What follows belongs to an exercise in optimizing a design on an open flow for a short achievable clock period and few clock cycles; a production flow would make more cautious choices. Function was checked by simulation only, so behaviour that the tests miss may differ from the original. Power figures rest on the tool's default switching activity, not on a simulated workload.

<file path="design/flow/run.sh">
#!/bin/bash
# synth_recipe.tcl (not shown) runs the flow's synth.tcl, then flattens the netlist and writes it again
# the make line also repeats each setting of config.mk as NAME=value (left out here)
make -C /OpenROAD-flow-scripts/flow DESIGN_CONFIG=/design/flow/config.mk WORK_HOME=/design/flow/orfs CLKGATE_MAP_FILE= SYNTH_SCRIPT=/design/flow/synth_recipe.tcl finish
</file>
<file path="design/flow/config.mk">
export PLATFORM = sky130hd
export DESIGN_NAME = core
export DESIGN_NICKNAME = core
export VERILOG_FILES = /design/flow/design.v
export SDC_FILE = /design/flow/constraint.sdc
export NUM_CORES = 4
export LEC_CHECK = 0
export ABC_CLOCK_PERIOD_IN_PS = 3000
export CAP_MARGIN = 20
export CORE_MARGIN = 2
export CORE_UTILIZATION = 40
export PLACE_DENSITY = 0.6
export SETUP_SLACK_MARGIN = 3.6
export SLEW_MARGIN = 20
export TNS_END_PERCENT = 50
</file>
<file path="design/flow/constraint.sdc">
create_clock -name core_clock -period 7.0 [get_ports {clk}]
set_input_delay 1.4000 -clock core_clock [delete_from_list [all_inputs] [get_ports {clk}]]
set_output_delay 1.4000 -clock core_clock [all_outputs]
set_load 0.01 [all_outputs]
</file>
<file path="design/flow/design.v">
module core(
	input             clk      ,
	input             _rst     ,
	output     [31:0] inst_addr,
	input      [31:0] inst     ,
	output            data_w_en,
	output            data_r_en,
	output     [3:0]  data_sel ,
	output     [31:0] data_addr,
	output     [31:0] data_out ,
	input      [31:0] data_in
);
	reg  [31:0] pc_a, pc_b;
	reg         pc_sel;
	reg         x_valid;
	reg  [31:0] x_pc, x_cval, x_off, x_op1, x_op2, x_rs2v;
	reg  [4:0]  x_shamt;
	reg  [4:0]  x_rd;
	reg         x_we, x_load, x_store;
	reg  [2:0]  x_f3;
	reg         x_c_eq, x_c_ne, x_c_lt, x_c_ge, x_c_ltu, x_c_geu, x_c_jalr, x_pred;
	reg         x_r_add, x_r_sub, x_r_xor, x_r_or, x_r_and, x_r_sll, x_r_sr,
	            x_r_slt, x_r_sltu, x_r_pci, x_r_cval;
	reg         x_sra;
	reg         m_valid, m_we, m_load;
	reg  [4:0]  m_rd;
	reg  [31:0] m_res;
	reg  [2:0]  m_f3;
	reg  [1:0]  m_a;
	reg         m_w_en, m_r_en;
	reg  [3:0]  m_sel;
	reg  [31:0] m_addr, m_wdata;
	reg  [31:0] rf [1:31];
	reg         rst_q;
	reg  [31:0] ld;
	wire [7:0]  ld_b = m_a[1] ? (m_a[0] ? data_in[31:24] : data_in[23:16])
	                          : (m_a[0] ? data_in[15:8]  : data_in[7:0]);
	wire [15:0] ld_h = m_a[1] ? data_in[31:16] : data_in[15:0];
	always @(*) begin
		case (m_f3)
			3'd0:    ld = {{24{ld_b[7]}}, ld_b};
			3'd1:    ld = {{16{ld_h[15]}}, ld_h};
			3'd4:    ld = {24'd0, ld_b};
			3'd5:    ld = {16'd0, ld_h};
			default: ld = data_in;
		endcase
	end
	wire [31:0] wval = m_load ? ld : m_res;
	wire        m_wr = m_valid & m_we;
	assign data_w_en = m_w_en;
	assign data_r_en = m_r_en;
	assign data_sel  = m_sel;
	assign data_addr = m_addr;
	assign data_out  = m_wdata;
	wire [31:0] pc = pc_sel ? pc_b : pc_a;
	assign inst_addr = pc;
	wire [4:0] opc = inst[6:2];
	wire [4:0] rd  = inst[11:7];
	wire [2:0] f3  = inst[14:12];
	wire [4:0] rs1 = inst[19:15];
	wire [4:0] rs2 = inst[24:20];
	wire d_lui   = opc == 5'b01101;
	wire d_auipc = opc == 5'b00101;
	wire d_jal   = opc == 5'b11011;
	wire d_jalr  = opc == 5'b11001;
	wire d_br    = opc == 5'b11000;
	wire d_load  = opc == 5'b00000;
	wire d_store = opc == 5'b01000;
	wire d_opi   = opc == 5'b00100;
	wire d_opr   = opc == 5'b01100;
	wire d_alu   = d_opi | d_opr;
	wire d_we    = (d_lui | d_auipc | d_jal | d_jalr | d_load | d_alu) & (rd != 5'd0);
	wire d_use1  = ~(d_lui | d_auipc | d_jal);
	wire d_use2  = d_br | d_store | d_opr;
	wire d_b_imm = ~(d_opr | d_br);
	wire [31:0] imm_i = {{20{inst[31]}}, inst[31:20]};
	wire [31:0] imm_s = {{20{inst[31]}}, inst[31:25], inst[11:7]};
	wire [31:0] imm_b = {{19{inst[31]}}, inst[31], inst[7], inst[30:25], inst[11:8], 1'b0};
	wire [31:0] imm_u = {inst[31:12], 12'b0};
	wire [31:0] imm_j = {{11{inst[31]}}, inst[31], inst[19:12], inst[20], inst[30:21], 1'b0};
	wire [31:0] pc4 = pc + 32'd4;
	wire        d_pred = d_jal | (d_br & inst[31]);
	wire [31:0] pt_b   = pc + imm_b;
	wire [31:0] pt_j   = pc + imm_j;
	wire [31:0] ptgt   = d_jal ? pt_j : pt_b;
	wire [31:0] rs1v = (rs1 == 5'd0) ? 32'd0 : rf[rs1];
	wire [31:0] rs2v = (rs2 == 5'd0) ? 32'd0 : rf[rs2];
	wire d_fa_m = x_valid & x_we & (x_rd == rs1);
	wire d_fa_w = m_wr & (m_rd == rs1);
	wire d_fb_m = x_valid & x_we & (x_rd == rs2);
	wire d_fb_w = m_wr & (m_rd == rs2);
	wire d_luse = x_valid & x_load & ((d_fa_m & d_use1) | (d_fb_m & d_use2));
	wire d_r_add  = d_load | d_store | (d_alu & f3 == 3'd0 & ~(inst[30] & d_opr));
	wire d_r_sub  = d_opr & f3 == 3'd0 & inst[30];
	wire d_r_sll  = d_alu & f3 == 3'd1;
	wire d_r_slt  = d_alu & f3 == 3'd2;
	wire d_r_sltu = d_alu & f3 == 3'd3;
	wire d_r_xor  = d_alu & f3 == 3'd4;
	wire d_r_sr   = d_alu & f3 == 3'd5;
	wire d_r_or   = d_alu & f3 == 3'd6;
	wire d_r_and  = d_alu & f3 == 3'd7;
	wire [31:0] ea = x_op1;
	wire [31:0] ob = x_op2;
	wire [31:0] eb = x_rs2v;
	wire [31:0] s_add = ea + ob;
	wire [31:0] s_sub = ~(~ea + ob);           
	wire [31:0] s_pci = x_pc + x_off;
	wire [31:0] s_sll = ea << x_shamt;
	wire [32:0] s_sr  = $signed({x_sra & ea[31], ea}) >>> x_shamt;
	wire [32:0] s_cmp = {1'b0, ob} + {1'b0, ~ea};
	wire        s_ltu = s_cmp[32];
	wire        s_lt  = (ea[31] ^ ob[31]) ? ea[31] : s_ltu;
	wire        s_eq  = ea == ob;
	wire [31:0] res =
		({32{x_r_add }} & s_add) |
		({32{x_r_sub }} & s_sub) |
		({32{x_r_xor }} & (ea ^ ob)) |
		({32{x_r_or  }} & (ea | ob)) |
		({32{x_r_and }} & (ea & ob)) |
		({32{x_r_sll }} & s_sll) |
		({32{x_r_sr  }} & s_sr[31:0]) |
		({32{x_r_slt }} & {31'd0, s_lt }) |
		({32{x_r_sltu}} & {31'd0, s_ltu}) |
		({32{x_r_pci }} & s_pci) |
		({32{x_r_cval}} & x_cval);
	wire        mispred  = x_c_jalr |
	                       (x_c_eq  &  s_eq ) | (x_c_ne  & ~s_eq ) |
	                       (x_c_lt  &  s_lt ) | (x_c_ge  & ~s_lt ) |
	                       (x_c_ltu &  s_ltu) | (x_c_geu & ~s_ltu);
	wire        redirect = x_valid & mispred;
	wire [31:0] target   = x_c_jalr ? {s_add[31:1], 1'b0} : x_pred ? x_cval : s_pci;
	always @(posedge clk) begin
		if (!_rst) begin
			pc_sel <= 1'b0;
			pc_a   <= 32'd0;
		end else begin
			pc_sel <= redirect;
			pc_a   <= d_luse ? pc : d_pred ? ptgt : pc4;
		end
		pc_b <= target;
	end
	always @(posedge clk) begin
		if (!_rst) begin
			x_valid <= 1'b0;
		end else begin
			x_valid <= ~redirect & ~d_luse;
		end
	end
	always @(posedge clk) begin
		x_pc     <= pc;
		x_cval   <= d_lui ? imm_u : pc4;
		x_off    <= d_br ? imm_b : d_jal ? imm_j : imm_u;
		x_op1    <= d_fa_m ? res : d_fa_w ? wval : rs1v;
		x_op2    <= d_b_imm ? (d_store ? imm_s : imm_i) : d_fb_m ? res : d_fb_w ? wval : rs2v;
		x_rs2v   <= d_fb_m ? res : d_fb_w ? wval : rs2v;
		x_shamt  <= d_opr ? (d_fb_m ? res[4:0] : d_fb_w ? wval[4:0] : rs2v[4:0]) : inst[24:20];
		x_sra    <= inst[30];
		x_rd     <= rd;
		x_we     <= d_we;
		x_load   <= d_load;
		x_store  <= d_store;
		x_pred   <= d_pred;
		x_f3     <= f3;
		x_c_eq   <= d_br & (d_pred ? f3 == 3'd1 : f3 == 3'd0);
		x_c_ne   <= d_br & (d_pred ? f3 == 3'd0 : f3 == 3'd1);
		x_c_lt   <= d_br & (d_pred ? f3 == 3'd5 : f3 == 3'd4);
		x_c_ge   <= d_br & (d_pred ? f3 == 3'd4 : f3 == 3'd5);
		x_c_ltu  <= d_br & (d_pred ? f3 == 3'd7 : f3 == 3'd6);
		x_c_geu  <= d_br & (d_pred ? f3 == 3'd6 : f3 == 3'd7);
		x_c_jalr <= d_jalr;
		x_r_add  <= d_r_add;
		x_r_sub  <= d_r_sub;
		x_r_xor  <= d_r_xor;
		x_r_or   <= d_r_or;
		x_r_and  <= d_r_and;
		x_r_sll  <= d_r_sll;
		x_r_sr   <= d_r_sr;
		x_r_slt  <= d_r_slt;
		x_r_sltu <= d_r_sltu;
		x_r_pci  <= d_auipc;
		x_r_cval <= d_lui | d_jal | d_jalr;
	end
	always @(posedge clk) begin
		if (!_rst) begin
			m_valid <= 1'b0;
			m_w_en  <= 1'b0;
			m_r_en  <= 1'b0;
		end else begin
			m_valid <= x_valid;
			m_w_en  <= x_valid & x_store;
			m_r_en  <= x_valid & x_load;
		end
	end
	always @(posedge clk) begin
		m_we    <= x_we;
		m_load  <= x_load;
		m_rd    <= x_rd;
		m_res   <= res;
		m_f3    <= x_f3;
		m_a     <= s_add[1:0];
		m_addr  <= s_add;
		case (x_f3[1:0])
			2'd0: begin
				m_sel   <= 4'b0001 << s_add[1:0];
				m_wdata <= {4{eb[7:0]}};
			end
			2'd1: begin
				m_sel   <= s_add[1] ? 4'b1100 : 4'b0011;
				m_wdata <= {2{eb[15:0]}};
			end
			default: begin
				m_sel   <= 4'b1111;
				m_wdata <= eb;
			end
		endcase
	end
	integer i;
	always @(posedge clk) begin
		rst_q <= _rst;
		if (!rst_q) begin
			for (i = 1; i < 32; i = i + 1) rf[i] <= 32'd0;
		end else if (m_wr) begin
			rf[m_rd] <= wval;
		end
	end
endmodule
</file>
==> flow_summary.yaml, run 1 <==
floorplan:
  core_area_um2: 199500
  io_pins: 168
  die-area_um2: 204100
  die_h_um: 451.7
  start_util: 0.4020
  die_w_um: 451.7
  fp-row-count: 164
synth:
  ys_async_sr_fraction: 0
  yosysSeqAreaShare: 0.4851
  synth-compound-area-share: 0.09360
  synth_ff_type: "edfxtp_1"
  synth.area.top_cells: "edfxtp_1 38%, mux4_2 20%, dfxtp_1 10%"
  synth_area_um2: 80180
  synth.area.mux_share: 0.2308
  ys_ff_latch: 1431
  synth_cell_types: 104
  synthAdderAreaFrac: 0.02540
  avgSynthCellArea_um2: 12.04
  syn_inst: 6662
  synth_top_cell_by_area: "edfxtp_1"
  yosysWarningCount: 1
  synth_top_family_by_area: "multiplexers"
  synth_xor_area_frac: 0.01442
  synth-edff-count: 1024
  yosys.area_share.simple: 0.1098
  yosysTopAreaCellShare: 0.3835
  syn-num-nets: 6889
drt:
  drtPass1Iterations: 6
  wl_per_cell_um: 33.95
  detail-route-antenna-nets: 0
  via_per_inst: 6.462
  drtIter0Drc: 8605
  wl_mm: 331.1
  vias: 63024
  drc: 0
final_layout:
  mostFrequentLayoutCell: "nor2_1"
  area_growth_pct: 21.77
  fillers: 17465
  nets: 7192
  drive_gt1_frac: 0.3124
  mostFrequentLayoutCells: "1281 x nor2_1, 1024 x edfxtp_1, 699 x mux4_2, 410 x buf_4, 371 x dfxtp_1"
global_routing:
  grt_max_degree: 69
  grt_pass1_wl_mm: 454.9
  grt_pass1_vias: 61247
  track_usage: 0.3139
  overflow: 0
  antenna_found_initial: 14
sta:
  layout_min_cycle_time_ns: 4.056
  fmax_mhz: 246.6
  clock_skew_ns: 0.09843
  setup_tns_ns: 0
  finalMaxSlewViolations: 0
  slew_headroom: 0.1811
  rsz0062_at_grt: "true"
  tightestPinTransition_ns: 1.224
  finalHoldViolCount: 0
  setup_ws_ns: 2.944
  setup_viol: 0
  finalCritPeriodShare: 0.5794
setup_path:
  path_class: "input pin to register"
  worst-path-max-fanout: 5
  crit_path_frequent_cell: "buf_12"
  cp_slowest_stage_delay_ns: 0.38
  slowest_stage: "or3_1"
  r2r-start: "pc_sel"
  worstPathArrival_ns: 4.81
  cp_top_family: "simple AND/OR/NAND/NOR gates"
  path_buf_inv: 7
  cp-start-kind: "input pin"
  endpoint_kind: "register"
  crit_chain: "buf_8 > nor2b_4 > and2_4 > and3_4 > buf_12 > buf_12 > nor2_4 > buf_6 > a21o_1 > ha_4 > and4_4 > buf_12 > nand3_4 > a21oi_4 > a211oi_4 > buf_4 > buf_6 > o21ba_4 > or3_1 > a21oi_2 > o21ai_1 > a21oi_1"
  required_ns: 7.75
  critical_path.startpoint: "inst[4]"
power:
  p_sw_uw: 7443
  combPwrFrac: 0.240
  p_leak_uw: 0.03555
  cellPowerDensity_nw_per_um2: 245.6
  intPower_uw: 16530
  p_seq_frac: 0.415
  swShare: 0.3104
  p_clk_frac: 0.345
  ir_worst_vdd_uv: 239.7
run:
  drv_cap: 0
placement:
  gp_congestion: 1.011
  dp_slack_ns: 0.9272
  portBuffers: 165
  place_hpwl_mm: 207.3
cts:
  clockBufferDepth: 3
  clk_latency_ns: 0.84
  numCtsBuffers: 150
  cts.sinks: 1431
  tritoncts: "done"
  h-tree-depth: 4
  clkTransAtPathRegs_ns: 0.06
  root_buffer: "clkbuf_16"
worst_hold_path:
  worstHoldStart: "x_load"
  hold_class: "register to register"
outcome:
  status: "no timing/DRC/antenna violations"
[what timing repair did]
action | 4_1_cts | 5_1_grt
setup buffers | 202 | 150
gates cloned | 24 | 8
pin swaps | 117 | 117
hold buffers | 0 | 0
endpoints found under the setup margin | 966 | 384
gates resized for setup | 789 | 278
[cell families (layout without fill, tap and decap cells)]
logic type	Yosys count	after routing
compound gates	1108	1110
buf+inv	802	1222
xor+xnor	132	132
other cells	0	12
mux	958	958
simple gates	2070	2071
fa+ha+maj	161	161
flops	1431	1431
[layout make-up]
type                            count  area [um2]  area share
Tap cell                         2656        3323     0.03404
Inverter                          205       829.5    0.008496
Timing Repair Buffer              745        7870     0.08060
Clock buffer                      197        4070     0.04169
Multi-Input combinational cell   4432       41530      0.4253
Sequential cell                  1431       38990      0.3993
Antenna cell                       12       30.03   0.0003075
Clock inverter                     75       996.0     0.01020
[path summary, 6_finish.rpt]
| path | slack (ns) | cells after the start | endpoint |
|---|---|---|---|
| max | 2.94 | 22 | pc_a[22] |
| min reg2reg | 0.36 | 0 | m_load |
| min | 0.36 | 0 | m_load |
| max reg2reg | 3.19 | 23 | pc_a[22] |
[worst reg2reg max path: cells and delay by family, from the launching register on]
kind,cells,cell delay (ns)
AOI/OAI and AO/OA,7,0.99
adders and majority gates,1,0.29
buffers and inverters,11,1.28
DFF,1,0.39
and+or+nand+nor,4,0.77
[Yosys cell counts (16+ instances only)]
library cell  count
a211oi_1         36
a21o_1          118
a21oi_1         249
a221oi_1         21
a22o_1           16
a22oi_1          47
a31oi_1          40
and2_1           19
and3_1           32
buf_1            57
buf_2            72
buf_4            27
clkbuf_1        429
dfxtp_1         407
edfxtp_1       1024
ha_1            158
inv_1           202
mux2_2           71
mux2i_1         183
mux4_2          698
nand2_1         336
nand2b_1         25
nand3_1          84
nand4_1          31
nor2_1         1302
nor2b_1          43
nor3_1           73
nor4_1           27
o211ai_1         42
o21a_1           31
o21ai_0         189
o21ai_1          40
o21bai_1         19
o221ai_1         16
o22ai_1          59
o31ai_1          19
or3_1            28
xnor2_1          91
xor2_1           41
[metrics by stage]
stage	util	std cells	hold slack, ns	power [uW]	cell area [um2]
floorplan	-	6662	0.3096	12690	80950
global placement	0.4251	9085	0.3395	14580	84790
detailed placement	0.4251	9085	0.3458	14620	84790
CTS	0.4766	9583	0.3544	23450	95060
global route	0.4894	9743	0.3654	24550	97610
finish	0.4895	9753	0.3584	23980	97640
[metal layers]
metal	up-vias	part of all wire	wire, um	GRT usage
met5	-	0.00017	57	0
met4	10	0.073	24330	0.1973
met3	983	0.11	37540	0.08024
met2	4295	0.47	154200	0.5012
met1	31958	0.35	115000	0.3801
li1	25778	-	-	-
[power by group through the flow]
| stage | Sequential, uW | Clock [uW] | Combinational [uW] |
|---|---|---|---|
| finish | 9940 | 8280 | 5760 |
| global route | 9970 | 8650 | 5930 |
| CTS | 9920 | 8310 | 5220 |
| detailed placement | 10100 | 0 | 4510 |
| global placement | 10100 | 0 | 4500 |
| floorplan | 9950 | 0 | 2740 |
[registers in the layout (all words and copies together) (netlist names), 3 cells and up]
name,flops
rf,1024
m_addr,32
m_res,32
m_wdata,32
pc_a,32
pc_b,32
x_cval,32
x_op1,32
x_op2,32
x_pc,32
x_rs2v,32
x_off,31
m_rd,5
x_rd,5
x_shamt,5
m_sel,4
m_f3,3
x_f3,3
Testbench counts, summed over its fixed seeds: cycles 56,739.
==> inputs of run 2 (changes only) <==
--- a/design/flow/design.v
+++ b/design/flow/design.v
@@ -32,2 +32,5 @@
 	reg  [31:0] m_addr, m_wdata;
+	reg         w_wr;
+	reg  [4:0]  w_rd;
+	reg  [31:0] w_val;
 	reg  [31:0] rf [1:31];
@@ -82,5 +85,15 @@
 	wire        d_pred = d_jal | (d_br & inst[31]);
-	wire [31:0] pt_b   = pc + imm_b;
-	wire [31:0] pt_j   = pc + imm_j;
-	wire [31:0] ptgt   = d_jal ? pt_j : pt_b;
+	wire [13:0] pb_lo  = {1'b0, pc[12:0]} + {1'b0, imm_b[12:0]};
+	wire [21:0] pj_lo  = {1'b0, pc[20:0]} + {1'b0, imm_j[20:0]};
+	wire [18:0] pb_hi0 = pc[31:13];
+	wire [18:0] pb_hip = pc[31:13] + 19'd1;
+	wire [18:0] pb_him = pc[31:13] - 19'd1;
+	wire [10:0] pj_hi0 = pc[31:21];
+	wire [10:0] pj_hip = pc[31:21] + 11'd1;
+	wire [10:0] pj_him = pc[31:21] - 11'd1;
+	wire [18:0] pb_hi  = (pb_lo[13] ^ inst[31]) ? (inst[31] ? pb_him : pb_hip) : pb_hi0;
+	wire [10:0] pj_hi  = (pj_lo[21] ^ inst[31]) ? (inst[31] ? pj_him : pj_hip) : pj_hi0;
+	wire [31:0] pt_b   = {pb_hi, pb_lo[12:0]};
+	wire [31:0] pt_j   = {pj_hi, pj_lo[20:0]};
+	wire [31:0] ptgt   = ({32{inst[3]}} & pt_j) | ({32{~inst[3]}} & pt_b);
 	wire [31:0] rs1v = (rs1 == 5'd0) ? 32'd0 : rf[rs1];
@@ -89,4 +102,8 @@
 	wire d_fa_w = m_wr & (m_rd == rs1);
+	wire d_fa_v = w_wr & (w_rd == rs1);
 	wire d_fb_m = x_valid & x_we & (x_rd == rs2);
 	wire d_fb_w = m_wr & (m_rd == rs2);
+	wire d_fb_v = w_wr & (w_rd == rs2);
+	wire [31:0] d_rs1v = d_fa_v ? w_val : rs1v;
+	wire [31:0] d_rs2v = d_fb_v ? w_val : rs2v;
 	wire d_luse = x_valid & x_load & ((d_fa_m & d_use1) | (d_fb_m & d_use2));
@@ -152,6 +169,6 @@
 		x_off    <= d_br ? imm_b : d_jal ? imm_j : imm_u;
-		x_op1    <= d_fa_m ? res : d_fa_w ? wval : rs1v;
-		x_op2    <= d_b_imm ? (d_store ? imm_s : imm_i) : d_fb_m ? res : d_fb_w ? wval : rs2v;
-		x_rs2v   <= d_fb_m ? res : d_fb_w ? wval : rs2v;
-		x_shamt  <= d_opr ? (d_fb_m ? res[4:0] : d_fb_w ? wval[4:0] : rs2v[4:0]) : inst[24:20];
+		x_op1    <= d_fa_m ? res : d_fa_w ? wval : d_rs1v;
+		x_op2    <= d_b_imm ? (d_store ? imm_s : imm_i) : d_fb_m ? res : d_fb_w ? wval : d_rs2v;
+		x_rs2v   <= d_fb_m ? res : d_fb_w ? wval : d_rs2v;
+		x_shamt  <= d_opr ? (d_fb_m ? res[4:0] : d_fb_w ? wval[4:0] : d_rs2v[4:0]) : inst[24:20];
 		x_sra    <= inst[30];
@@ -216,2 +233,11 @@
 	end
+	always @(posedge clk) begin
+		if (!_rst) begin
+			w_wr <= 1'b0;
+		end else begin
+			w_wr <= m_wr;
+		end
+		w_rd  <= m_rd;
+		w_val <= wval;
+	end
 	integer i;
@@ -221,4 +247,4 @@
 			for (i = 1; i < 32; i = i + 1) rf[i] <= 32'd0;
-		end else if (m_wr) begin
-			rf[m_rd] <= wval;
+		end else if (w_wr) begin
+			rf[w_rd] <= w_val;
 		end
==> flow_summary.yaml, run 2 <==
outcome:
  status: "no timing/DRC/antenna violations"
synth:
  yosysWarningCount: 1
  syn_inst: 7161
  synth_cell_types: 103
  ys_async_sr_fraction: 0
  synth.area.top_cells: "edfxtp_1 36%, mux4_2 15%, dfxtp_1 11%"
  syn-num-nets: 7403
  synth_top_cell_by_area: "edfxtp_1"
  synth_area_um2: 84400
  netlist_top_cells_count: "1024 x edfxtp_1, 1011 x and2_1, 570 x mux4_2, 464 x clkbuf_1, 461 x nor2_1"
  avgSynthCellArea_um2: 11.79
  ys_ff_latch: 1469
  yosysTopAreaCellShare: 0.3643
  synth_ff_type: "edfxtp_1"
  synth-edff-count: 1024
  post-synth-top-count-cell: "edfxtp_1"
  yosysSeqAreaShare: 0.4699
setup_path:
  cp.depth: 8
  crit_chain: "nand2_1 > nor2_2 > nand2_1 > nand4_1 > a21oi_2 > o22ai_4 > buf_4 > buf_4"
  rr_worst_depth: 8
  path_buf_inv: 2
  worstPathArrival_ns: 4.44
  required_ns: 7.75
  worst-path-max-fanout: 13
  slowest_stage: "dfxtp_1"
  endpoint_kind: "register"
  cp_slowest_stage_delay_ns: 0.82
  cp_top_family: "simple AND/OR/NAND/NOR gates"
  cp-start-kind: "register"
  path_class: "register to register"
cts:
  clk_latency_ns: 0.83
  cts.sinks: 1469
  clockBufferDepth: 3
  root_buffer: "clkbuf_16"
  clkTransAtPathRegs_ns: 0.08
  tritoncts: "done"
  numCtsBuffers: 159
  cts-hold-fix-buffers: 0
  h-tree-depth: 4
final_layout:
  mostFrequentLayoutCell: "edfxtp_1"
  multiInputGateArea_um2: 45520
  stdcell_count: 10408
  fin_area_um2: 103300
  nets: 7705
  largest_reg_flops: 1024
  fillers: 18355
  mostFrequentLayoutCells: "1024 x edfxtp_1, 1011 x and2_1, 570 x mux4_2, 415 x buf_4, 405 x nor2_1"
  area_growth_pct: 22.40
  drive_gt1_frac: 0.2874
  regArea_um2: 39790
  largest_register: "rf"
drt:
  drtIter0Drc: 8893
  wl_mm: 350.4
  vias: 66189
  detail-route-antenna-nets: 0
  drtPass1Iterations: 7
  via_per_inst: 6.359
  wl_per_cell_um: 33.66
  drc: 0
sta:
  clock_skew_ns: 0.05770
  finalCritPeriodShare: 0.5279
  setup_viol: 0
  fmax_mhz: 270.6
  finalMaxSlewViolations: 0
  finalHoldViolCount: 0
  tightestPinTransition_ns: 1.179
  setup_ws_ns: 3.305
  rsz0062_at_grt: "true"
  setup_tns_ns: 0
  slew_headroom: 0.2132
  layout_min_cycle_time_ns: 3.695
floorplan:
  core_area_um2: 209600
  die_w_um: 463.4
  die-area_um2: 214700
  die_h_um: 463.4
  fp-row-count: 168
  io_pins: 168
  start_util: 0.4027
power:
  p_clk_frac: 0.349
  p_leak_uw: 0.03871
  p_seq_frac: 0.419
  combPwrFrac: 0.232
  power.total_uw: 24580
  swShare: 0.3112
  cellPowerDensity_nw_per_um2: 237.9
  ir_worst_vdd_uv: 271.1
  intPower_uw: 16930
  p_sw_uw: 7648
global_routing:
  antenna_found_initial: 18
  grt_pass1_vias: 63830
  overflow: 0
  grt_max_degree: 66
  grt_pass1_wl_mm: 482.2
  track_usage: 0.3133
placement:
  dp_slack_ns: 1.587
  dpl_cell_area_um2: 89590
  gp_congestion: 0.9975
  dp_cells: 9701
  place_hpwl_mm: 216.7
  portBuffers: 165
worst_hold_path:
  holdPathStages: 0
  hold_class: "register to register"
run:
  drv_cap: 0
run 2: cell count changes after synthesis, moves of 42 or more:
cell,change
and2_1,+992
nor2_1,-841
o21ai_0,+176
mux4_2,-128
a21oi_1,+114
mux2i_1,+95
a221oi_1,+59
a21o_1,-58
o22ai_1,-51
inv_1,-47
o211ai_1,+42
run 2: logic make-up (layout without fill, tap and decap cells):
group / Yosys count / after routing / share of synthesized area
flip-flops: 1469 / 1469 / 0.4699
other: 0 / 8 / 0
XOR/XNOR: 174 / 176 / 0.01814
multiplexers: 962 / 962 / 0.2003
AO/OA/AOI/OAI: 1433 / 1433 / 0.1115
buffers and inverters: 797 / 1228 / 0.03838
adder cells (fa/ha/maj): 176 / 176 / 0.02662
AND/OR/NAND/NOR: 2150 / 2151 / 0.1351
run 2: final timing paths:
path,start,to,slack (ns)
max,x_r_sll,x_rs2v[4],3.30
min,x_rs2v[5],m_wdata[5],0.39
max reg2reg,x_r_sll,x_rs2v[4],3.30
min reg2reg,x_rs2v[5],m_wdata[5],0.39
run 2: cell type report:
| class | count | share of cell area |
|---|---|---|
| Timing Repair Buffer | 770 | 0.08242 |
| Inverter | 165 | 0.006855 |
| Antenna cell | 8 | 0.0001938 |
| Clock inverter | 82 | 0.008563 |
| Clock buffer | 211 | 0.04220 |
| Tap cell | 2805 | 0.03397 |
| Sequential cell | 1469 | 0.3852 |
| Multi-Input combinational cell | 4898 | 0.4406 |
run 2: metrics by stage:
| step | util | hold slack, ns |
|---|---|---|
| floorplan | - | 0.3096 |
| global placement | 0.4272 | 0.3762 |
| detailed placement | 0.4275 | 0.3816 |
| CTS | 0.4792 | 0.3767 |
| global route | 0.4929 | 0.3901 |
| finish | 0.4929 | 0.3850 |
run 2: per-layer routing:
layer / wire [um] / GRT usage / vias to the layer above
met2: 157700 / 0.4858 / 4237
met5: 87 / 0 / -
met1: 130000 / 0.4026 / 33508
met4: 24300 / 0.1797 / 14
li1: - / - / 27430
met3: 38230 / 0.07248 / 1000
run 2: power by group through the flow:
stage                     Clock, uW  Combinational, uW  Sequential, uW
final                          8580               5690           10300
after global routing           8970               5860           10300
after CTS                      8640               5170           10300
after detailed placement          0               4460           10500
after global placement            0               4440           10400
after floorplan                   0               2710           10200
run 2: repair_timing:
action / 4_1_cts / 5_1_grt
resized for setup: 755 / 337
endpoints found under the setup margin: 284 / 285
cloned: 24 / 14
buffers inserted: 240 / 127
pin swaps: 97 / 137
Testbench counts of run 2, summed over its fixed seeds: cycles 56,739.
==> inputs of run 3 (changes only) <==
--- a/design/flow/design.v
+++ b/design/flow/design.v
@@ -35,2 +35,8 @@
 	reg  [31:0] w_val;
+	reg  [63:0]  bht;
+	reg         x_fwd;
+	reg         u_en, u_val;
+	reg  [5:0]  u_idx;
+	reg  [31:0] x_aval;
+	reg         x_auipc;
 	reg  [31:0] rf [1:31];
@@ -83,17 +89,23 @@
 	wire [31:0] imm_j = {{11{inst[31]}}, inst[31], inst[19:12], inst[20], inst[30:21], 1'b0};
-	wire [31:0] pc4 = pc + 32'd4;
-	wire        d_pred = d_jal | (d_br & inst[31]);
-	wire [13:0] pb_lo  = {1'b0, pc[12:0]} + {1'b0, imm_b[12:0]};
-	wire [21:0] pj_lo  = {1'b0, pc[20:0]} + {1'b0, imm_j[20:0]};
-	wire [18:0] pb_hi0 = pc[31:13];
-	wire [18:0] pb_hip = pc[31:13] + 19'd1;
-	wire [18:0] pb_him = pc[31:13] - 19'd1;
-	wire [10:0] pj_hi0 = pc[31:21];
-	wire [10:0] pj_hip = pc[31:21] + 11'd1;
-	wire [10:0] pj_him = pc[31:21] - 11'd1;
-	wire [18:0] pb_hi  = (pb_lo[13] ^ inst[31]) ? (inst[31] ? pb_him : pb_hip) : pb_hi0;
-	wire [10:0] pj_hi  = (pj_lo[21] ^ inst[31]) ? (inst[31] ? pj_him : pj_hip) : pj_hi0;
-	wire [31:0] pt_b   = {pb_hi, pb_lo[12:0]};
-	wire [31:0] pt_j   = {pj_hi, pj_lo[20:0]};
-	wire [31:0] ptgt   = ({32{inst[3]}} & pt_j) | ({32{~inst[3]}} & pt_b);
+	wire [31:0] pc4_a, pc4_b, pt_b_a, pt_b_b, pt_j_a, pt_j_b;
+	wire [19:0] av_a, av_b;
+	fetch_calc fc_a(.pc(pc_a), .inst(inst), .pc4(pc4_a), .pt_b(pt_b_a), .pt_j(pt_j_a), .aval_hi(av_a));
+	fetch_calc fc_b(.pc(pc_b), .inst(inst), .pc4(pc4_b), .pt_b(pt_b_b), .pt_j(pt_j_b), .aval_hi(av_b));
+	wire [31:0] pc4       = pc_sel ? pc4_b  : pc4_a;
+	wire [31:0] pt_b      = pc_sel ? pt_b_b : pt_b_a;
+	wire [31:0] pt_j      = pc_sel ? pt_j_b : pt_j_a;
+	wire [19:0] d_aval_hi = pc_sel ? av_b   : av_a;
+	wire        d_fuse;
+	wire        d_spred = d_jal | (d_br & inst[31]) | d_fuse;
+	wire        bht_t   = pc_sel ? bht[pc_b[7:2]] : bht[pc_a[7:2]];
+	wire        d_bpred = d_br & ~inst[31] & bht_t;
+	wire        d_pred  = d_spred | d_bpred;
+	wire [12:0] pr_lo  = {1'b0, x_aval[11:0]} + {1'b0, imm_i[11:0]};
+	wire [19:0] pr_hi0 = x_aval[31:12];
+	wire [19:0] pr_hip = x_aval[31:12] + 20'd1;
+	wire [19:0] pr_him = x_aval[31:12] - 20'd1;
+	wire [19:0] pr_hi  = (pr_lo[12] ^ inst[31]) ? (inst[31] ? pr_him : pr_hip) : pr_hi0;
+	wire [31:0] pt_r   = {pr_hi, pr_lo[11:1], 1'b0};
+	wire [31:0] ptgt   = ({32{inst[3]}} & pt_j) | ({32{~inst[3] & inst[2]}} & pt_r) |
+	                     ({32{~inst[3] & ~inst[2]}} & pt_b);
 	wire [31:0] rs1v = (rs1 == 5'd0) ? 32'd0 : rf[rs1];
@@ -101,2 +113,4 @@
 	wire d_fa_m = x_valid & x_we & (x_rd == rs1);
+	assign d_fuse = d_jalr & d_fa_m & x_auipc;
+	wire d_fb_m2 = d_fb_m & ~d_b_imm;
 	wire d_fa_w = m_wr & (m_rd == rs1);
@@ -130,5 +144,3 @@
 	wire        s_eq  = ea == ob;
-	wire [31:0] res =
-		({32{x_r_add }} & s_add) |
-		({32{x_r_sub }} & s_sub) |
+	wire [31:0] res_o =
 		({32{x_r_xor }} & (ea ^ ob)) |
@@ -140,4 +152,5 @@
 		({32{x_r_sltu}} & {31'd0, s_ltu}) |
-		({32{x_r_pci }} & s_pci) |
+		({32{x_r_pci }} & x_aval) |
 		({32{x_r_cval}} & x_cval);
+	wire [31:0] res = ({32{x_r_add}} & s_add) | ({32{x_r_sub}} & s_sub) | res_o;
 	wire        mispred  = x_c_jalr |
@@ -154,3 +167,3 @@
 			pc_sel <= redirect;
-			pc_a   <= d_luse ? pc : d_pred ? ptgt : pc4;
+			pc_a   <= (d_bpred & ~d_luse) ? pt_b : d_luse ? pc : d_spred ? ptgt : pc4;
 		end
@@ -169,5 +182,9 @@
 		x_off    <= d_br ? imm_b : d_jal ? imm_j : imm_u;
-		x_op1    <= d_fa_m ? res : d_fa_w ? wval : d_rs1v;
-		x_op2    <= d_b_imm ? (d_store ? imm_s : imm_i) : d_fb_m ? res : d_fb_w ? wval : d_rs2v;
-		x_rs2v   <= d_fb_m ? res : d_fb_w ? wval : d_rs2v;
+		x_op1    <= ({32{d_fa_m & x_r_add}} & s_add) | ({32{d_fa_m & x_r_sub}} & s_sub) |
+		            ({32{d_fa_m}} & res_o) | ({32{~d_fa_m}} & (d_fa_w ? wval : d_rs1v));
+		x_op2    <= ({32{d_fb_m2 & x_r_add}} & s_add) | ({32{d_fb_m2 & x_r_sub}} & s_sub) |
+		            ({32{d_fb_m2}} & res_o) |
+		            ({32{~d_fb_m2}} & (d_b_imm ? (d_store ? imm_s : imm_i) : d_fb_w ? wval : d_rs2v));
+		x_rs2v   <= ({32{d_fb_m & x_r_add}} & s_add) | ({32{d_fb_m & x_r_sub}} & s_sub) |
+		            ({32{d_fb_m}} & res_o) | ({32{~d_fb_m}} & (d_fb_w ? wval : d_rs2v));
 		x_shamt  <= d_opr ? (d_fb_m ? res[4:0] : d_fb_w ? wval[4:0] : d_rs2v[4:0]) : inst[24:20];
@@ -179,2 +196,3 @@
 		x_pred   <= d_pred;
+		x_fwd    <= d_br & ~inst[31];
 		x_f3     <= f3;
@@ -186,3 +204,5 @@
 		x_c_geu  <= d_br & (d_pred ? f3 == 3'd6 : f3 == 3'd7);
-		x_c_jalr <= d_jalr;
+		x_c_jalr <= d_jalr & ~d_fuse;
+		x_aval   <= {d_aval_hi, pc[11:0]};
+		x_auipc  <= d_auipc;
 		x_r_add  <= d_r_add;
@@ -242,2 +262,19 @@
 	end
+	always @(posedge clk) begin
+		u_en  <= x_valid & x_fwd;
+		u_idx <= x_pc[7:2];
+		u_val <= x_pred ^ mispred;
+	end
+	genvar gb;
+	generate
+		for (gb = 0; gb < 64; gb = gb + 1) begin : g_bht
+			always @(posedge clk) begin
+				if (!rst_q) begin
+					bht[gb] <= 1'b0;
+				end else if (u_en && u_idx == gb) begin
+					bht[gb] <= u_val;
+				end
+			end
+		end
+	endgenerate
 	integer i;
@@ -252 +289,24 @@
 endmodule
+module fetch_calc(
+	input      [31:0] pc,
+	input      [31:0] inst,
+	output     [31:0] pc4,
+	output     [31:0] pt_b,
+	output     [31:0] pt_j,
+	output     [19:0] aval_hi
+);
+	wire [31:0] imm_b = {{19{inst[31]}}, inst[31], inst[7], inst[30:25], inst[11:8], 1'b0};
+	wire [31:0] imm_j = {{11{inst[31]}}, inst[31], inst[19:12], inst[20], inst[30:21], 1'b0};
+	assign pc4 = pc + 32'd4;
+	wire [13:0] pb_lo  = {1'b0, pc[12:0]} + {1'b0, imm_b[12:0]};
+	wire [21:0] pj_lo  = {1'b0, pc[20:0]} + {1'b0, imm_j[20:0]};
+	wire [18:0] pb_hip = pc[31:13] + 19'd1;
+	wire [18:0] pb_him = pc[31:13] - 19'd1;
+	wire [10:0] pj_hip = pc[31:21] + 11'd1;
+	wire [10:0] pj_him = pc[31:21] - 11'd1;
+	wire [18:0] pb_hi  = (pb_lo[13] ^ inst[31]) ? (inst[31] ? pb_him : pb_hip) : pc[31:13];
+	wire [10:0] pj_hi  = (pj_lo[21] ^ inst[31]) ? (inst[31] ? pj_him : pj_hip) : pc[31:21];
+	assign pt_b = {pb_hi, pb_lo[12:0]};
+	assign pt_j = {pj_hi, pj_lo[20:0]};
+	assign aval_hi = pc[31:12] + inst[31:12];
+endmodule
==> flow_summary.yaml, run 3 <==
setup_path:
  crit_path_frequent_cell: "buf_6"
  cp_slowest_stage_delay_ns: 0.48
  reg2reg_setup_slack_ns: 3.37
  cp_top_family: "buffers and inverters"
  cp.depth: 6
  required_ns: 5.60
  rr_worst_depth: 16
  worstPathArrival_ns: 2.25
  cp-start-kind: "register"
  crit_chain: "buf_6 > buf_12 > buf_16 > mux2i_4 > inv_4 > buf_6"
  endpoint_kind: "output port"
  path_buf_inv: 5
  worst-path-max-fanout: 7
  r2r-start: "x_op1[0]"
  endpoint: "inst_addr[16]"
  path_class: "register to output port"
  r2r-end: "pc_sel"
  critical_path.startpoint: "pc_sel"
  slowest_stage: "dfxtp_4"
placement:
  place_hpwl_mm: 236.6
  dp_cells: 10796
  portBuffers: 165
  gp_congestion: 0.9851
  dp_slack_ns: 0.9148
sta:
  layout_min_cycle_time_ns: 3.654
  clock_skew_ns: 0.1030
  setup_viol: 0
  rsz0062_at_grt: "true"
  slew_headroom: 0.2273
  tightestPinTransition_ns: 1.156
  hold-worst-slack_ns: 0.3748
  setup_ws_ns: 3.346
  finalHoldViolCount: 0
  setup_tns_ns: 0
  finalCritPeriodShare: 0.5220
  fmax_mhz: 273.7
  finalMaxSlewViolations: 0
synth:
  ys_async_sr_fraction: 0
  netlist_top_cells_count: "1024 x edfxtp_1, 1016 x and2_1, 718 x mux4_2, 538 x dfxtp_1, 513 x clkbuf_1"
  syn_inst: 8066
  synth_cell_types: 99
  ys_ff_latch: 1562
  yosysSeqAreaShare: 0.4452
  synth_top_cell_by_area: "edfxtp_1"
  avgSynthCellArea_um2: 11.56
  synth-edff-count: 1024
  synth_area_um2: 93260
  yosysTopAreaCellShare: 0.3297
  synth_ff_type: "edfxtp_1"
  yosysWarningCount: 1
  synth.area.top_cells: "edfxtp_1 33%, mux4_2 17%, dfxtp_1 12%"
  post-synth-top-count-cell: "edfxtp_1"
  syn-num-nets: 8405
floorplan:
  die_h_um: 486.9
  die_w_um: 486.9
  die-area_um2: 237000
  fp-row-count: 177
  io_pins: 168
  start_util: 0.4014
  core_area_um2: 232300
power:
  power.total_uw: 27250
  ir_worst_vdd_uv: 233.5
  cellPowerDensity_nw_per_um2: 239.4
  p_leak_uw: 0.04229
global_routing:
  track_usage: 0.3104
  grt_pass1_vias: 71236
  overflow: 0
  grt_max_degree: 85
  grt_pass1_wl_mm: 528.0
  antenna_found_initial: 16
final_layout:
  nets: 8693
  area_growth_pct: 22.06
  largestRegisters: "rf: 1024 flops, bht: 64 flops"
  largest_register: "rf"
  mostFrequentLayoutCell: "edfxtp_1"
  largest_reg_flops: 1024
  drive_gt1_frac: 0.2944
  mostFrequentLayoutCells: "1024 x edfxtp_1, 1012 x and2_1, 718 x mux4_2, 489 x nand2_1, 454 x dfxtp_1"
  stdcell_count: 11547
outcome:
  status: "no timing/DRC/antenna violations"
drt:
  drc: 0
  detail-route-antenna-nets: 0
  vias: 73684
  wl_per_cell_um: 33.01
  via_per_inst: 6.381
  wl_mm: 381.2
  drtPass1Iterations: 6
  drtIter0Drc: 9711
cts:
  clk_latency_ns: 0.91
  clockBufferDepth: 3
  cts.sinks: 1562
  tritoncts: "done"
  numCtsBuffers: 174
  cts-hold-fix-buffers: 0
  h-tree-depth: 4
  root_buffer: "clkbuf_16"
  clkTransAtPathRegs_ns: 0.07
run:
  drv_cap: 0
worst_hold_path:
  hold_class: "register to register"
run 3: where the power goes:
part           internal (uW)  switching, uW  total (uW)
Clock                   5380           4210        9590
Sequential             10300            709       11100
Combinational           2830           3780        6610
Total                  18600           8700       27300
run 3: how the worst min path moves through the flow:
stage / from / to / slack (ns) / cells after the start
2_1_floorplan: x_f3[2] / m_f3[2] / 0.31 / 0
3_3_place_gp: x_we / m_we / 0.37 / 0
3_5_place_dp: x_we / m_we / 0.36 / 0
4_1_cts: x_we / m_we / 0.38 / 0
5_1_grt: x_we / m_we / 0.38 / 0
6_report: x_we / m_we / 0.37 / 0
run 3: stage by stage:
stage	area [um2]	utilization
global placement	98750	0.4251
finish	113800	0.4900
global route	113800	0.4899
floorplan	94430	-
CTS	111400	0.4797
detailed placement	98810	0.4253
run 3: worst register-to-register path: stages (launching register included):
cell and delay (ns):
dfxtp_4 0.38, inv_4 0.04, ha_4 0.15, fa_2 0.37, a21o_1 0.20, a21oi_4 0.17
o21ai_2 0.09, buf_4 0.14, or2_4 0.25, a2111o_1 0.44, o21bai_4 0.18, nand2_2 0.09
a211o_4 0.38, a311oi_4 0.23, buf_6 0.18, buf_4 0.16, nor3_2 0.05
run 3: cell type report:
class / instances / area [um2]
repair inverters: 3 / 22.52
well taps: 3043 / 3807
clock inverters: 101 / 1289
fillers: 20123 / 118500
flip-flops and latches: 1562 / 41720
clock buffers: 217 / 4618
multi-input cells: 5593 / 52960
diodes: 8 / 20.02
repair buffers: 771 / 8358
inverters: 249 / 1041
run 3: routing by layer:
layer / vias to the layer above / track usage / share of wire
met4: 8 / 0.1826 / 0.067
met3: 1156 / 0.07226 / 0.11
met5: - / 0 / 0.00018
li1: 30742 / - / -
met2: 4546 / 0.4945 / 0.46
met1: 37232 / 0.3856 / 0.36
run 3: cell families after synthesis:
kind of cell,share of synthesized area
AOI/OAI and AO/OA,0.1102
buffers and inverters,0.03826
DFF,0.4452
xor gates and xnor gates,0.02508
adders and majority gates,0.03775
and+or+nand+nor,0.1375
muxes,0.2060
run 3: what timing repair did:
item | 4_1_cts | 5_1_grt
buffers inserted | 274 | 98
setup endpoints to repair | 297 | 193
gates cloned | 41 | 12
resized for setup | 1003 | 312
pin swaps | 163 | 150
Testbench counts of run 3, summed over its fixed seeds: cycles 54,821.
==> inputs of run 4 (changes only) <==
--- a/design/flow/config.mk
+++ b/design/flow/config.mk
@@ -10,4 +10,4 @@
 export CORE_MARGIN = 2
-export CORE_UTILIZATION = 40
-export PLACE_DENSITY = 0.6
+export CORE_UTILIZATION = 33
+export PLACE_DENSITY = 0.5
 export SETUP_SLACK_MARGIN = 3.6
==> flow_summary.yaml, run 4 <==
final_layout:
  largestRegisters: "rf: 1024 flops, bht: 64 flops"
  multiInputGateArea_um2: 53020
  stdcell_count: 12357
  mostFrequentLayoutCell: "edfxtp_1"
  mostFrequentLayoutCells: "1024 x edfxtp_1, 1010 x and2_1, 718 x mux4_2, 488 x nand2_1, 485 x buf_4"
  drive_gt1_frac: 0.3056
  fillers: 26432
  area_growth_pct: 24.73
  regArea_um2: 41710
  largest_register: "rf"
  nets: 8804
  largest_reg_flops: 1024
  final_core_util: 0.4128
setup_path:
  reg2reg_setup_slack_ns: 3.39
  cp_slowest_stage_delay_ns: 0.45
  endpoint_kind: "output port"
  crit_path_frequent_cell: "buf_6"
  slowest_stage: "dfxtp_4"
  crit_chain: "buf_16 > buf_6 > mux2i_4 > clkinvlp_4 > buf_6 > buf_6"
  required_ns: 5.60
  worst-path-max-fanout: 6
  cp-start-kind: "register"
  path_class: "register to output port"
  worstPathArrival_ns: 2.28
cts:
  clkTransAtPathRegs_ns: 0.06
  root_buffer: "clkbuf_16"
  clockBufferDepth: 4
  clk_latency_ns: 0.92
  h-tree-depth: 4
  cts.sinks: 1562
  tritoncts: "done"
  numCtsBuffers: 187
sta:
  tightestPinTransition_ns: 1.083
  finalMaxSlewViolations: 0
  setup_tns_ns: 0
  layout_min_cycle_time_ns: 3.675
  finalCritPeriodShare: 0.5250
  finalHoldViolCount: 0
  clock_skew_ns: 0.08759
  setup_viol: 0
  fmax_mhz: 272.1
  slew_headroom: 0.2771
  setup_ws_ns: 3.325
  rsz0062_at_grt: "true"
drt:
  drc: 0
  drtPass1Iterations: 7
  via_per_inst: 5.907
  wl_mm: 403.9
  wl_per_cell_um: 32.68
  vias: 72988
  drtIter0Drc: 8678
  detail-route-antenna-nets: 0
worst_hold_path:
  hold_class: "register to register"
synth:
  netlist_top_cells_count: "1024 x edfxtp_1, 1016 x and2_1, 718 x mux4_2, 538 x dfxtp_1, 513 x clkbuf_1"
  ys_ff_latch: 1562
  yosysSeqAreaShare: 0.4452
  synth-edff-count: 1024
  ys_async_sr_fraction: 0
  post-synth-top-count-cell: "edfxtp_1"
  yosysTopAreaCellShare: 0.3297
  synth_cell_types: 99
  synth_area_um2: 93260
  synth.area.top_cells: "edfxtp_1 33%, mux4_2 17%, dfxtp_1 12%"
  yosysWarningCount: 1
  avgSynthCellArea_um2: 11.56
  synth_top_cell_by_area: "edfxtp_1"
  syn_inst: 8066
  syn-num-nets: 8405
  synth_ff_type: "edfxtp_1"
global_routing:
  track_usage: 0.2712
  met2_usage: 0.4476
  grt-busiest-layer: "met2"
  overflow: 0
  antenna_found_initial: 22
  met1_usage: 0.3401
  grt_max_degree: 69
  grt.met3_usage: 0.05203
  grt_pass1_wl_mm: 554.3
  grt_pass1_vias: 71671
run:
  drv_cap: 0
floorplan:
  die_h_um: 535.6
  io_pins: 168
  die_w_um: 535.6
  fp-row-count: 195
  start_util: 0.3309
  core_area_um2: 281800
  die-area_um2: 286900
outcome:
  status: "no timing/DRC/antenna violations"
placement:
  dp_cells: 11524
  portBuffers: 165
  place_hpwl_mm: 258.4
  gp_congestion: 0.9560
  dp_slack_ns: 1.179
power:
  ir_worst_vdd_uv: 182.9
  cellPowerDensity_nw_per_um2: 238.4
  p_leak_uw: 0.04309
-- run 4: what timing repair did --
action | CTS | global route
setup buffers | 236 | 199
hold buffers | 0 | 0
pin swaps | 148 | 210
setup endpoints to repair | 286 | 241
gates resized for setup | 976 | 426
gates cloned | 41 | 19
endpoints found under the hold margin | 0 | 0
-- run 4: logic make-up (layout without fill, tap and decap cells) --
group	Yosys count	after routing	share of synthesized area
and+or+nand+nor	2466	2467	0.1375
AOI/OAI and AO/OA	1576	1577	0.1102
DFF	1562	1562	0.4452
muxes	1007	1007	0.2060
buffers and inverters	915	1453	0.03826
adders and majority gates	273	273	0.03775
xor gates and xnor gates	267	267	0.02508
other	0	8	0
-- run 4: cell type report --
class | count | area share
tap | 3743 | 0.04026
sequential | 1562 | 0.3586
clock inverter | 92 | 0.008293
timing repair inverter | 2 | 0.0001398
multi-input combinational | 5591 | 0.4558
timing repair buffer | 872 | 0.08403
antenna | 8 | 0.0001721
clock buffer | 238 | 0.04358
inverter | 249 | 0.009154
-- run 4: through the flow --
stage | power [uW] | area [um2] | hold WS [ns]
2_1_floorplan | 14240 | 94430 | 0.3096
5_1_grt | 28500 | 116300 | 0.3626
4_1_cts | 27270 | 112500 | 0.3420
6_report | 27730 | 116300 | 0.3407
3_5_place_dp | 16600 | 99880 | 0.3593
3_3_place_gp | 16560 | 99810 | 0.3639
-- run 4: final timing paths --
| check | startpoint | to | depth (start not counted) |
|---|---|---|---|
| worst min register to register | x_rs2v[3] | m_wdata[3] | 0 |
| worst min-delay path | x_rs2v[3] | m_wdata[3] | 0 |
| worst max-delay path | pc_sel | inst_addr[13] | 6 |
| worst max register to register | x_op1[0] | pc_sel | 15 |
-- run 4: report_power, final --
| group | internal (uW) | switching, uW |
|---|---|---|
| registers | 10300 | 693 |
| clock network | 5670 | 4210 |
| logic | 2920 | 3880 |
| total | 18900 | 8780 |
-- run 4: critical path: cells and delay by family, from the launching register on --
family / cells / cell delay, ns
muxes: 1 / 0.28
DFF: 1 / 0.45
buffers and inverters: 5 / 0.68
-- run 4: layer usage --
layer | wire [um] | up-vias
li1 | - | 31021
met1 | 157100 | 37513
met2 | 191500 | 3598
met3 | 32790 | 846
met4 | 22340 | 10
met5 | 184 | -
==> inputs of run 5 (changes only) <==
--- a/design/flow/design.v
+++ b/design/flow/design.v
@@ -37,3 +37,3 @@
 	reg         x_fwd;
-	reg         u_en, u_val;
+	reg         u_en, u_pred;
 	reg  [5:0]  u_idx;
@@ -93,9 +93,9 @@
 	fetch_calc fc_b(.pc(pc_b), .inst(inst), .pc4(pc4_b), .pt_b(pt_b_b), .pt_j(pt_j_b), .aval_hi(av_b));
-	wire [31:0] pc4       = pc_sel ? pc4_b  : pc4_a;
-	wire [31:0] pt_b      = pc_sel ? pt_b_b : pt_b_a;
-	wire [31:0] pt_j      = pc_sel ? pt_j_b : pt_j_a;
-	wire [19:0] d_aval_hi = pc_sel ? av_b   : av_a;
+	wire [31:0] pc4       = ({32{pc_sel}} & pc4_b ) | ({32{~pc_sel}} & pc4_a );
+	wire [31:0] pt_b      = ({32{pc_sel}} & pt_b_b) | ({32{~pc_sel}} & pt_b_a);
+	wire [31:0] pt_j      = ({32{pc_sel}} & pt_j_b) | ({32{~pc_sel}} & pt_j_a);
+	wire [19:0] d_aval_hi = ({20{pc_sel}} & av_b  ) | ({20{~pc_sel}} & av_a  );
 	wire        d_fuse;
 	wire        d_spred = d_jal | (d_br & inst[31]) | d_fuse;
-	wire        bht_t   = pc_sel ? bht[pc_b[7:2]] : bht[pc_a[7:2]];
+	wire        bht_t   = (pc_sel & bht[pc_b[7:2]]) | (~pc_sel & bht[pc_a[7:2]]);
 	wire        d_bpred = d_br & ~inst[31] & bht_t;
@@ -265,3 +265,3 @@
 		u_idx <= x_pc[7:2];
-		u_val <= x_pred ^ mispred;
+		u_pred <= x_pred;
 	end
@@ -274,3 +274,3 @@
 				end else if (u_en && u_idx == gb) begin
-					bht[gb] <= u_val;
+					bht[gb] <= u_pred ^ pc_sel;
 				end
--- a/design/flow/config.mk
+++ b/design/flow/config.mk
@@ -10,4 +10,4 @@
 export CORE_MARGIN = 2
-export CORE_UTILIZATION = 33
-export PLACE_DENSITY = 0.5
+export CORE_UTILIZATION = 40
+export PLACE_DENSITY = 0.6
 export SETUP_SLACK_MARGIN = 3.6
==> flow_summary.yaml, run 5 <==
outcome:
  status: "no timing/DRC/antenna violations"
drt:
  detail-route-antenna-nets: 0
  drtPass1Iterations: 6
  drtIter0Drc: 10600
  drc: 0
  via_per_inst: 6.467
  wl_per_cell_um: 34.15
  wl_mm: 397.0
  vias: 75168
synth:
  avgSynthCellArea_um2: 11.72
  yosysTopAreaCellShare: 0.3241
  post-synth-top-count-cell: "edfxtp_1"
  netlist_top_cells_count: "1024 x edfxtp_1, 1007 x and2_1, 752 x mux4_2, 566 x clkbuf_1, 538 x dfxtp_1"
  syn-num-nets: 8437
  yosysWarningCount: 1
  synth_cell_types: 98
  syn_inst: 8093
  ys_async_sr_fraction: 0
  synth_ff_type: "edfxtp_1"
  ys_ff_latch: 1562
  synth.area.top_cells: "edfxtp_1 32%, mux4_2 18%, dfxtp_1 11%"
  synth-edff-count: 1024
  synth_area_um2: 94870
  synth_top_cell_by_area: "edfxtp_1"
  yosysSeqAreaShare: 0.4376
global_routing:
  grt_pass1_vias: 72951
  grt_max_degree: 69
  grt_pass1_wl_mm: 552.8
  track_usage: 0.3194
  overflow: 0
  antenna_found_initial: 15
power:
  cellPowerDensity_nw_per_um2: 239.5
  ir_worst_vdd_uv: 222.2
  p_leak_uw: 0.04264
setup_path:
  worst-path-max-fanout: 5
  path_class: "register to register"
  slowest_stage: "a221o_2"
  required_ns: 7.69
  worstPathArrival_ns: 4.47
  cp-start-kind: "register"
  endpoint_kind: "register"
  reg2reg_setup_slack_ns: 3.22
  crit_chain: "buf_6 > inv_4 > ha_4 > fa_2 > nor2b_4 > o211ai_1 > buf_4 > a311oi_4 > o21ai_1 > buf_4 > a21oi_4 > a211o_4 > mux2_4 > a221o_2 > a21oi_4 > inv_2"
  cp_slowest_stage_delay_ns: 0.44
placement:
  dpl_cell_area_um2: 100800
  place_hpwl_mm: 251.0
  portBuffers: 165
  gp_congestion: 0.9737
sta:
  setup_tns_ns: 0
  finalHoldViolCount: 0
  layout_min_cycle_time_ns: 3.784
  slew_headroom: 0.1647
  rsz0062_at_grt: "true"
  finalMaxSlewViolations: 0
  setup_viol: 0
  fmax_mhz: 264.3
  tightestPinTransition_ns: 1.244
  clock_skew_ns: 0.07390
  finalCritPeriodShare: 0.5405
final_layout:
  mostFrequentLayoutCells: "1024 x edfxtp_1, 1004 x and2_1, 753 x mux4_2, 469 x dfxtp_1, 417 x nor2_1"
  mostFrequentLayoutCell: "edfxtp_1"
  largest_register: "rf"
  final_core_util: 0.4876
  regArea_um2: 41670
  largest_reg_flops: 1024
  drive_gt1_frac: 0.2898
  nets: 8666
  multiInputGateArea_um2: 54080
  largestRegisters: "rf: 1024 flops, bht: 64 flops"
  fillers: 20661
  fin_area_um2: 114900
  area_growth_pct: 21.11
cts:
  root_buffer: "clkbuf_16"
  clockBufferDepth: 3
  cts-hold-fix-buffers: 0
  clk_latency_ns: 0.88
  tritoncts: "done"
  h-tree-depth: 4
  clkTransAtPathRegs_ns: 0.06
  numCtsBuffers: 171
  cts.sinks: 1562
floorplan:
  core_area_um2: 235600
  die-area_um2: 241100
  start_util: 0.4026
  die_w_um: 491.0
  io_pins: 168
  fp-row-count: 178
  die_h_um: 491.0
worst_hold_path:
  hold_class: "register to register"
run:
  drv_cap: 0
run 5: cell types whose count changed in the layout (fill, tap and decap cells not counted), moves of 32 or more:
cell	before	now
a21boi_0	62	8
a21oi_1	323	382
buf_4	485	410
mux2_4	44	76
mux2i_1	132	91
mux4_2	718	753
nand2_1	488	345
nor3b_1	5	50
xor2_1	88	137
run 5: worst max-delay path, delay by kind of cell (launching register included):
family / cells / cell delay (ns)
compound gates: 7 / 1.62
flops: 1 / 0.39
fa+ha+maj: 2 / 0.54
simple gates: 1 / 0.14
buf+inv: 5 / 0.59
mux: 1 / 0.32
run 5: repair_timing:
action | in CTS | in global routing
setup buffers | 218 | 83
setup endpoints to repair | 303 | 207
pin swaps | 137 | 99
cloned | 50 | 6
resized for setup | 900 | 283
run 5: layer usage:
metal	global-route usage	wire length, um
met1	0.3996	144100
met2	0.4965	180100
met3	0.07566	42180
met4	0.2053	30590
met5	0	0
run 5: kinds of logic (layout without fill, tap and decap cells):
logic type,count (synthesis),count (layout),synth area share
compound gates,1653,1654,0.1154
xor+xnor,311,311,0.02879
fa+ha+maj,278,278,0.03785
buf+inv,921,1286,0.03788
flops,1562,1562,0.4376
mux,1022,1022,0.2097
other cells,0,12,0
simple gates,2346,2349,0.1327
run 5: cell type report:
| cell class | instances | area share |
|---|---|---|
| timing repair buffer | 758 | 0.07459 |
| multi-input combinational | 5614 | 0.4707 |
| clock buffer | 232 | 0.04149 |
| clock inverter | 81 | 0.008613 |
| antenna | 12 | 0.0002613 |
| inverter | 215 | 0.007416 |
| sequential | 1562 | 0.3626 |
| tap | 3150 | 0.03430 |
run 5: path summary, 6_finish.rpt:
path	cells past startpoint	start	to
worst max register to register	16	x_op1[0]	x_rs2v[0]
worst min register to register	0	x_f3[2]	m_f3[2]
worst max-delay path	16	x_op1[0]	x_rs2v[0]
worst min-delay path	0	x_f3[2]	m_f3[2]
run 5: through the flow:
stage,worst slack (ns),total power (uW),hold WS [ns],std cells
after floorplan,2.712,14510,0.3096,8093
after global placement,1.175,16940,0.3182,10937
after detailed placement,1.171,17000,0.3254,10942
after CTS,3.309,27040,0.3349,11523
after global routing,3.206,28190,0.3422,11614
final,3.216,27520,0.3352,11624
run 5: power by group:
part	internal (uW)	total, uW	switching (uW)
combinational	2990	7190	4200
clock	5210	9380	4170
sequential	10400	11000	591
Testbench counts of run 5, summed over its fixed seeds: cycles 54,821.
==> inputs of run 6 (changes only) <==
--- a/design/flow/design.v
+++ b/design/flow/design.v
@@ -14,3 +14,4 @@
 	reg         pc_sel;
-	reg         x_valid;
+	reg         x_vraw;
+	wire        x_valid;
 	reg  [31:0] x_pc, x_cval, x_off, x_op1, x_op2, x_rs2v;
@@ -64,2 +65,3 @@
 	wire [31:0] pc = pc_sel ? pc_b : pc_a;
+	assign x_valid = x_vraw & ~pc_sel;
 	assign inst_addr = pc;
@@ -173,5 +175,5 @@
 		if (!_rst) begin
-			x_valid <= 1'b0;
+			x_vraw  <= 1'b0;
 		end else begin
-			x_valid <= ~redirect & ~d_luse;
+			x_vraw  <= ~d_luse;
 		end
==> flow_summary.yaml, run 6 <==
synth:
  netlist_top_cells_count: "1024 x edfxtp_1, 1019 x and2_1, 736 x mux4_2, 581 x clkbuf_1, 538 x dfxtp_1"
  synth.area.top_cells: "edfxtp_1 32%, mux4_2 17%, dfxtp_1 11%"
  syn-num-nets: 8554
  post-synth-top-count-cell: "edfxtp_1"
  ys_async_sr_fraction: 0
  synth_cell_types: 91
  synth_area_um2: 95130
  syn_inst: 8210
  yosysTopAreaCellShare: 0.3232
  synth_ff_type: "edfxtp_1"
  yosysWarningCount: 1
  avgSynthCellArea_um2: 11.59
  yosysSeqAreaShare: 0.4364
  synth_top_cell_by_area: "edfxtp_1"
  synth-edff-count: 1024
  ys_ff_latch: 1562
power:
  intPower_uw: 18790
  cellPowerDensity_nw_per_um2: 240.4
  p_seq_frac: 0.401
  p_clk_frac: 0.341
  p_leak_uw: 0.04296
  combPwrFrac: 0.258
  p_sw_uw: 8983
  swShare: 0.3234
  ir_worst_vdd_uv: 256.2
setup_path:
  cp_slowest_stage_delay_ns: 0.56
  cp_top_family: "multiplexers"
  worstPathArrival_ns: 4.37
  reg2reg_setup_slack_ns: 3.37
  cp-start-kind: "input pin"
  r2r-start: "x_op1[0]"
  rr_worst_depth: 18
  r2r-end: "x_shamt[0]"
  crit_chain: "buf_16 > buf_6 > buf_8 > buf_16 > mux4_2 > mux4_2 > mux2_2 > a22oi_1 > nand2_1 > o211ai_1 > o21ai_2 > mux2_4"
  critical_path.startpoint: "inst[20]"
  slowest_stage: "mux4_2"
  path_buf_inv: 4
  required_ns: 7.70
  cp.depth: 12
  endpoint_kind: "register"
  endpoint: "x_shamt[0]"
  path_class: "input pin to register"
  worst-path-max-fanout: 8
placement:
  dp_cells: 11044
  place_hpwl_mm: 260.0
  dp_slack_ns: 1.176
  gp_congestion: 1.007
  portBuffers: 165
sta:
  layout_min_cycle_time_ns: 3.666
  slew_headroom: 0.1785
  tightestPinTransition_ns: 1.229
  finalCritPeriodShare: 0.5237
  fmax_mhz: 272.8
  rsz0062_at_grt: "true"
  finalMaxSlewViolations: 0
  finalHoldViolCount: 0
  clock_skew_ns: 0.07084
  setup_ws_ns: 3.334
  setup_viol: 0
  setup_tns_ns: 0
cts:
  clk_latency_ns: 0.86
  cts-hold-fix-buffers: 0
  cts.sinks: 1562
  root_buffer: "clkbuf_16"
  tritoncts: "done"
  h-tree-depth: 4
  clkTransAtPathRegs_ns: 0.06
  numCtsBuffers: 172
  clockBufferDepth: 3
floorplan:
  fp-row-count: 179
  core_area_um2: 237200
  io_pins: 168
  die_h_um: 491.7
  die_w_um: 491.7
  die-area_um2: 241700
  start_util: 0.4011
final_layout:
  mostFrequentLayoutCell: "edfxtp_1"
  area_growth_pct: 21.45
  final_core_util: 0.4871
  largest_reg_flops: 1024
  largestRegisters: "rf: 1024 flops, bht: 64 flops"
  stdcell_count: 11783
  mostFrequentLayoutCells: "1024 x edfxtp_1, 1016 x and2_1, 736 x mux4_2, 447 x dfxtp_1, 416 x nand2_1"
  drive_gt1_frac: 0.2874
  fillers: 20801
  largest_register: "rf"
  nets: 8805
run:
  drv_cap: 0
drt:
  via_per_inst: 6.456
  drc: 0
  drtPass1Iterations: 8
  drtIter0Drc: 9917
  detail-route-antenna-nets: 0
  wl_per_cell_um: 34.15
  vias: 76072
  wl_mm: 402.4
global_routing:
  antenna_found_initial: 24
  grt_pass1_vias: 73938
  grt_max_degree: 65
  overflow: 0
  grt_pass1_wl_mm: 557.1
  track_usage: 0.3206
worst_hold_path:
  hold_class: "register to register"
outcome:
  status: "no timing/DRC/antenna violations"
[run 6: cell types whose count changed after synthesis, moves of 15 or more]
| cell | delta |
|---|---|
| o211ai_1 | +21 |
| o21ai_0 | +16 |
| nand2_1 | +68 |
| mux2i_1 | +32 |
| clkbuf_1 | +15 |
| xor2_1 | -24 |
| nand3_1 | -15 |
| a221oi_1 | -26 |
| nor2b_1 | +28 |
| a22oi_1 | +40 |
| a21oi_1 | -40 |
| mux4_2 | -16 |
[run 6: power groups by stage]
stage / clock network [uW] / registers (uW) / logic [uW]
3_5_place_dp: 0 / 11300 / 5770
2_1_floorplan: 0 / 10900 / 3750
4_1_cts: 9510 / 11100 / 6670
6_report: 9480 / 11100 / 7160
3_3_place_gp: 0 / 11300 / 5760
5_1_grt: 9870 / 11200 / 7440
[run 6: worst min path at each step]
| stage | startpoint | end | slack [ns] | cells after the start |
|---|---|---|---|---|
| global placement | x_f3[2] | m_f3[2] | 0.38 | 0 |
| global route | x_f3[2] | m_f3[2] | 0.39 | 0 |
| CTS | x_f3[2] | m_f3[2] | 0.38 | 0 |
| floorplan | x_f3[2] | m_f3[2] | 0.31 | 0 |
| detailed placement | x_f3[2] | m_f3[2] | 0.36 | 0 |
| finish | x_rs2v[2] | m_wdata[2] | 0.39 | 0 |
[run 6: cells by family (layout without fill, tap and decap cells)]
kind of cell	Yosys count	in the layout	share of synthesized area
simple gates	2431	2431	0.1362
compound gates	1665	1667	0.1156
flops	1562	1562	0.4364
mux	1037	1037	0.2080
buf+inv	934	1327	0.03785
xor+xnor	303	303	0.02813
fa+ha+maj	278	278	0.03775
other cells	0	11	0
[run 6: area by class of cell]
| class | instances | area [um2] | area share |
|---|---|---|---|
| inverter | 218 | 843.3 | 0.007299 |
| tap | 3167 | 3963 | 0.03430 |
| antenna | 11 | 27.53 | 0.0002382 |
| clock buffer | 224 | 4748 | 0.04110 |
| sequential | 1562 | 41710 | 0.3610 |
| clock inverter | 94 | 1060 | 0.009172 |
| timing repair buffer | 791 | 9135 | 0.07906 |
| multi-input combinational | 5716 | 54050 | 0.4678 |
[run 6: per-stage QoR]
step / hold WS (ns) / total power (uW) / cell area [um2]
6_report: 0.3873 / 27780 / 115500
5_1_grt: 0.3937 / 28480 / 115500
4_1_cts: 0.3786 / 27280 / 113200
3_5_place_dp: 0.3595 / 17100 / 101000
3_3_place_gp: 0.3775 / 17050 / 100800
2_1_floorplan: 0.3096 / 14630 / 96460
[run 6: routing by layer]
layer | wire length [um] | global-route usage
met5 | 55 | 0
met3 | 41710 | 0.07255
met4 | 28730 | 0.1881
met1 | 147300 | 0.4007
met2 | 184600 | 0.5093
[run 6: what timing repair did]
item | in CTS | in global routing
cloned | 45 | 18
resized for setup | 924 | 269
setup buffers | 254 | 92
pin swaps | 133 | 130
endpoints found under the setup margin | 285 | 295
Testbench counts of run 6, summed over its fixed seeds: cycles 54,821.

-- re-timing with driven ports --
The flow's constraints put no driver on any port. The routed layouts listed below were extracted and timed again, unchanged, in two steps. Step 1 sets driving cells, clkbuf_16 on the clock port and buf_2 on the other inputs (assumed; they add their load-dependent delay and slew). Step 2 times the ports against the registers' clock, not the clock port: input delays grow and output delays shrink by t, the midpoint of the rising clock arrivals with the driver on. a / b / c = ideal / step 1 / step 2; a / b = the first two.
| run | shift t [ns] | setup WS [ns] | hold WS [ns] | worst slew at a driven data input, ns | cell pins on the clock port's net |
|---|---|---|---|---|---|
| run 1 | 0.891 | 2.944 / 2.914 / 2.023 | 0.358 / 0.358 / 0.358 | 0.30 | 1 |
| run 2 | 0.889 | 3.305 / 3.105 / 2.216 | 0.385 / 0.385 / 0.385 | 0.46 | 1 |
| run 3 | 0.944 | 3.346 / 3.067 / 2.123 | 0.375 / 0.375 / 0.375 | 0.51 | 1 |
| run 4 | 0.974 | 3.325 / 3.025 / 2.051 | 0.341 / 0.341 / 0.341 | 0.52 | 1 |
| run 5 | 0.936 | 3.216 / 2.959 / 2.023 | 0.335 / 0.335 / 0.335 | 0.65 | 1 |
| run 6 | 0.918 | 3.334 / 2.878 / 1.960 | 0.387 / 0.387 / 0.387 | 0.65 | 1 |
After both steps every run listed still meets setup and hold. For run 6, which loses most, drivers alone change the setup slack by -0.456 ns; drivers and shift together by -1.374 ns.
